This is an optimization exercise on Yosys and OpenROAD, whose aim is small area and a short achievable clock period, not a production implementation. Only simulation tests tie the RTL to the original design; equivalence was not proved. The clock port is modelled as an ideal driver; clocking choices that lean on that would not hold on a real chip. Power is estimated from default activity; no workload was simulated.

run 1:
## PISO_SRAM
module PISO_SRAM#(
    parameter width = 32,
    parameter depth = 64,
    parameter ptr_w = 6
)
(
    clk, rstn,
    rd_en, wrt_en,
    data_in,
    data_out,
    full, empty,
    out_valid,
    read_ready
);
==> flow/config.mk <==
export PLATFORM = sky130hd
export DESIGN_NAME = PISO_SRAM
export DESIGN_NICKNAME = PISO_SRAM
export VERILOG_FILES = /design/flow/design.v
export SDC_FILE = /design/flow/constraint.sdc
export NUM_CORES = 4
export LEC_CHECK = 0
export CAP_MARGIN = 20
export CORE_MARGIN = 2
export CORE_UTILIZATION = 50
export CTS_CLUSTER_DIAMETER = 100
export CTS_CLUSTER_SIZE = 25
export PLACE_DENSITY = 0.6
export SETUP_SLACK_MARGIN = 2.45
export SLEW_MARGIN = 20
==> flow/constraint.sdc <==
create_clock -name core_clock -period 5.0 [get_ports {clk}]
set_input_delay 1.0000 -clock core_clock [delete_from_list [all_inputs] [get_ports {clk}]]
set_output_delay 1.0000 -clock core_clock [all_outputs]
set_load 0.01 [all_outputs]
standard.sh (not shown) runs the stock make flow with config.mk's settings and CLKGATE_MAP_FILE= SYNTH_SCRIPT=/design/flow/synth_recipe.tcl, a recipe that flattens the netlist after the stock synthesis.
==> flow/flow/run.sh <==
#!/bin/bash
# The standard layout (standard.sh, unchanged synthesis), with the port buffers
# that buffer_ports inserts made plain buf_4 cells instead of the delay cells it
# picks by default. Each tool's full output stays in orfs/logs; make's own
# output goes to standard.log here.
set -euo pipefail
export BUFFER_PORTS_ARGS="-buffer_cell sky130_fd_sc_hd__buf_4"
bash standard.sh > standard.log 2>&1
Run 1 finished all stages; the layout is clean.
Modified inputs, run 2 compared to run 1
- changing SETUP_SLACK_MARGIN from 2.45 to 2.6
[summary]
- Across run 1 and run 2, the outcome is the same: a clean finish for every run.
- Final non-filler cell area essentially unchanged between run 1 and run 2.
- Run 1 → run 2: slack of the worst reg-to-reg path shows an increase of 0.07 ns; total power consumption of the routed design shows no meaningful change.
- Any difference in number of vias in the routed layout between run 1 and run 2 is small enough to ignore.
- Run 1 and run 2 ended up with nearly the same post-detailed-route via-to-cell ratio.
- Accumulated negative setup slack of run 1 is on par with run 2.
- Run comparison: run 2 critical path startpoint fifo0.full$_DFF_PN0_; run 1 critical path startpoint fifo0.rsel_lo[7]$_DFFE_PN0P_
- Run 2 against run 1: wire length of the first global-routing pass shows an increase of about 0.5%; final critical-path share of the clock period shows a reduction of 1.5 points; area added between synthesis and finish shows an increase of 0.28 points.
Edits applied to the flow inputs when going from run 2 to run 3:
- SETUP_SLACK_MARGIN changed from 2.6 to 2.4
==> flow/run.sh (new file) <==
#!/bin/bash
# synth_recipe.tcl (not shown) runs the flow's synth.tcl, then flattens the netlist and writes it again
# the make line also repeats each setting of config.mk as NAME=value (left out here)
make -C /OpenROAD-flow-scripts/flow DESIGN_CONFIG=/design/flow/config.mk WORK_HOME=/design/flow/orfs CLKGATE_MAP_FILE= SYNTH_SCRIPT=/design/flow/synth_recipe.tcl finish
removed: flow/flow/run.sh
removed: flow/standard.sh
### Flow results
Going from run 2 to run 3, met1 track demand over resource level, total power level.
Of the two values seen for critical path endpoint, fifo0.sram_mem[36][5]$_DFFE_PP_ was produced by run 2 and fifo0.sram_mem[10][28]$_DFFE_PP_ by run 3.
Between run 3 and run 2, the number of placement rows figures differ only marginally.
Inputs modified between run 3 and run 4:
- a change of SETUP_SLACK_MARGIN from 2.4 to 2.65
==> flow/flow/run.sh (new file) <==
#!/bin/bash
# The standard layout (standard.sh, unchanged synthesis), with two changes:
# the port buffers that buffer_ports inserts are plain buf_4 cells instead of
# the delay cells it picks by default, and after CTS the setup repair is run
# again (flow/post_cts.tcl, through ORFS's POST_CTS_TCL hook). Each tool's
# full output stays in orfs/logs; make's own output goes to standard.log here.
set -euo pipefail
here=$(pwd)
export BUFFER_PORTS_ARGS="-buffer_cell sky130_fd_sc_hd__buf_4"
export POST_CTS_TCL="$here/flow/post_cts.tcl"
bash standard.sh > standard.log 2>&1
==> flow/flow/post_cts.tcl (new file) <==
# Sourced by ORFS's cts.tcl (POST_CTS_TCL) after its own setup repair: the
# repair often stops early, so run it again from where it stopped, then
# legalize the placement as cts.tcl does.
log_cmd estimate_parasitics -placement
for {set pass 0} {$pass < 2} {incr pass} {
  repair_timing_helper
  log_cmd estimate_parasitics -placement
}
set result [catch { detailed_placement } msg]
if { $result != 0 } {
  error "Detailed placement failed after the extra repair: $msg"
}
check_placement -verbose
report_worst_slack
report_design_area
==> flow/standard.sh (new file) <==
#!/bin/bash
# synth_recipe.tcl (not shown) runs the flow's synth.tcl, then flattens the netlist and writes it again
# the make line also repeats each setting of config.mk as NAME=value (left out here)
make -C /OpenROAD-flow-scripts/flow DESIGN_CONFIG=/design/flow/config.mk WORK_HOME=/design/flow/orfs CLKGATE_MAP_FILE= SYNTH_SCRIPT=/design/flow/synth_recipe.tcl "${@:-finish}"
removed: flow/run.sh
Results
Every stage of run 4 finished as expected; the final checks, on the other hand, flagged antenna rules, which means the layout fails. | static power due to leakage | run 4 vs run 3 | 0.44% higher |. Compared run 3 against run 4; depth of the most critical reg-to-reg path within noise. Number of diodes delta for run 4 relative to run 3: 1 higher. Between run 4 and run 3, the total power does not differ in any meaningful way.


== the baseline ==
Another version of the RTL of PISO_SRAM (not shown whole).
Size: about 4,200 cells after synthesis, ~2,400 flip-flops, about 82,000 um^2 of cells after synthesis.
==> flow/config.mk <==
export PLATFORM = sky130hd
export DESIGN_NAME = PISO_SRAM
export DESIGN_NICKNAME = PISO_SRAM
export VERILOG_FILES = /design/flow/design.v
export SDC_FILE = /design/flow/constraint.sdc
export NUM_CORES = 4
export LEC_CHECK = 0
export CAP_MARGIN = 20
export CORE_MARGIN = 2
export CORE_UTILIZATION = 65
export CTS_CLUSTER_DIAMETER = 100
export CTS_CLUSTER_SIZE = 25
export PLACE_DENSITY = 0.75
export SETUP_SLACK_MARGIN = 2.65
export SLEW_MARGIN = 20
==> flow/constraint.sdc <==
create_clock -name core_clock -period 5.0 [get_ports {clk}]
set_input_delay 1.0000 -clock core_clock [delete_from_list [all_inputs] [get_ports {clk}]]
set_output_delay 1.0000 -clock core_clock [all_outputs]
set_load 0.01 [all_outputs]
==> flow/flow/run.sh <==
#!/bin/bash
# The standard layout (standard.sh, unchanged synthesis), with two changes:
# the port buffers that buffer_ports inserts are plain buf_4 cells instead of
# the delay cells it picks by default, and after CTS the setup repair is run
# again (flow/post_cts.tcl, through ORFS's POST_CTS_TCL hook). Each tool's
# full output stays in orfs/logs; make's own output goes to standard.log here.
set -euo pipefail
here=$(pwd)
export BUFFER_PORTS_ARGS="-buffer_cell sky130_fd_sc_hd__buf_4"
export POST_CTS_TCL="$here/flow/post_cts.tcl"
bash standard.sh > standard.log 2>&1
==> flow/flow/post_cts.tcl <==
# Sourced by ORFS's cts.tcl (POST_CTS_TCL) after its own setup repair: the
# repair often stops early, so run it again from where it stopped, then
# legalize the placement as cts.tcl does.
log_cmd estimate_parasitics -placement
for {set pass 0} {$pass < 2} {incr pass} {
  repair_timing_helper
  log_cmd estimate_parasitics -placement
}
set result [catch { detailed_placement } msg]
if { $result != 0 } {
  error "Detailed placement failed after the extra repair: $msg"
}
check_placement -verbose
report_worst_slack
report_design_area
[inputs] the candidate vs the baseline
# the baseline
export LEC_CHECK = 0
export CAP_MARGIN = 20
export CORE_MARGIN = 2
export CORE_UTILIZATION = 65
export CTS_CLUSTER_DIAMETER = 100
export CTS_CLUSTER_SIZE = 25
export PLACE_DENSITY = 0.75
export SETUP_SLACK_MARGIN = 2.65
export SLEW_MARGIN = 20
create_clock -name core_clock -period 5.0 [get_ports {clk}]
# the candidate
export LEC_CHECK = 0
export CAP_MARGIN = 20
export CORE_MARGIN = 2
export CORE_UTILIZATION = 50
export CTS_CLUSTER_DIAMETER = 100
export CTS_CLUSTER_SIZE = 25
export PLACE_DENSITY = 0.6
export SETUP_SLACK_MARGIN = 2.65
export SLEW_MARGIN = 20
create_clock -name core_clock -period 5.0 [get_ports {clk}]
Results
Compared with the baseline, in the candidate sequential share of cell area lost 0.53 points, routed wire length picked up an extra about 6%, net switching power of the design picked up an extra about 2.3%, combinational power lost about 5.4%.
Taking the baseline as the reference, in the candidate peak clock frequency supported by timing increased by 2.5% relative to the old numbers; worst setup slack increased by 0.058 ns relative to the old numbers; clock insertion delay at the later pin of the skew report increased by 0.03 ns relative to the old numbers; total chip power closely matched the old numbers; met3 demand-to-capacity share in global routing decreased by 4.1 points relative to the old numbers.

-- static timing again, ports no longer ideal --
In the flow no input, the clock included, has a driving cell. The finished layouts below were timed again as built, in two steps.
Step 1 assumes that a clkbuf_16 drives the clock port and a buf_2 every other input.
Step 2 adds t to the input delays and takes it off the output delays; t is the mean of the earliest and latest rising clock arrival at the registers after step 1. Input paths then give back, and output paths get back, about the clock's delay inside the block.
a / b / c = ideal ports / drivers / drivers and shift; a / b = the first two.
run | t (ns) | slack for setup (ns) | clock arrival spread, ns
run 1 | 0.825 | 2.500 / 2.485 / 2.183 | 0.044 / 0.044
run 2 | 0.825 | 2.574 / 2.524 / 2.245 | 0.042 / 0.042
run 3 | 0.830 | 2.376 / 2.310 / 1.907 | 0.044 / 0.044
run 4 | 0.821 | 2.624 / 2.545 / 2.388 | 0.038 / 0.037
the baseline | 0.801 | 2.574 / 2.493 / 2.096 | 0.040 / 0.039
the candidate | 0.851 | 2.632 / 2.543 / 2.279 | 0.041 / 0.041
For the baseline, which loses most, drivers alone change the setup slack by -0.081 ns; drivers and shift together by -0.478 ns.
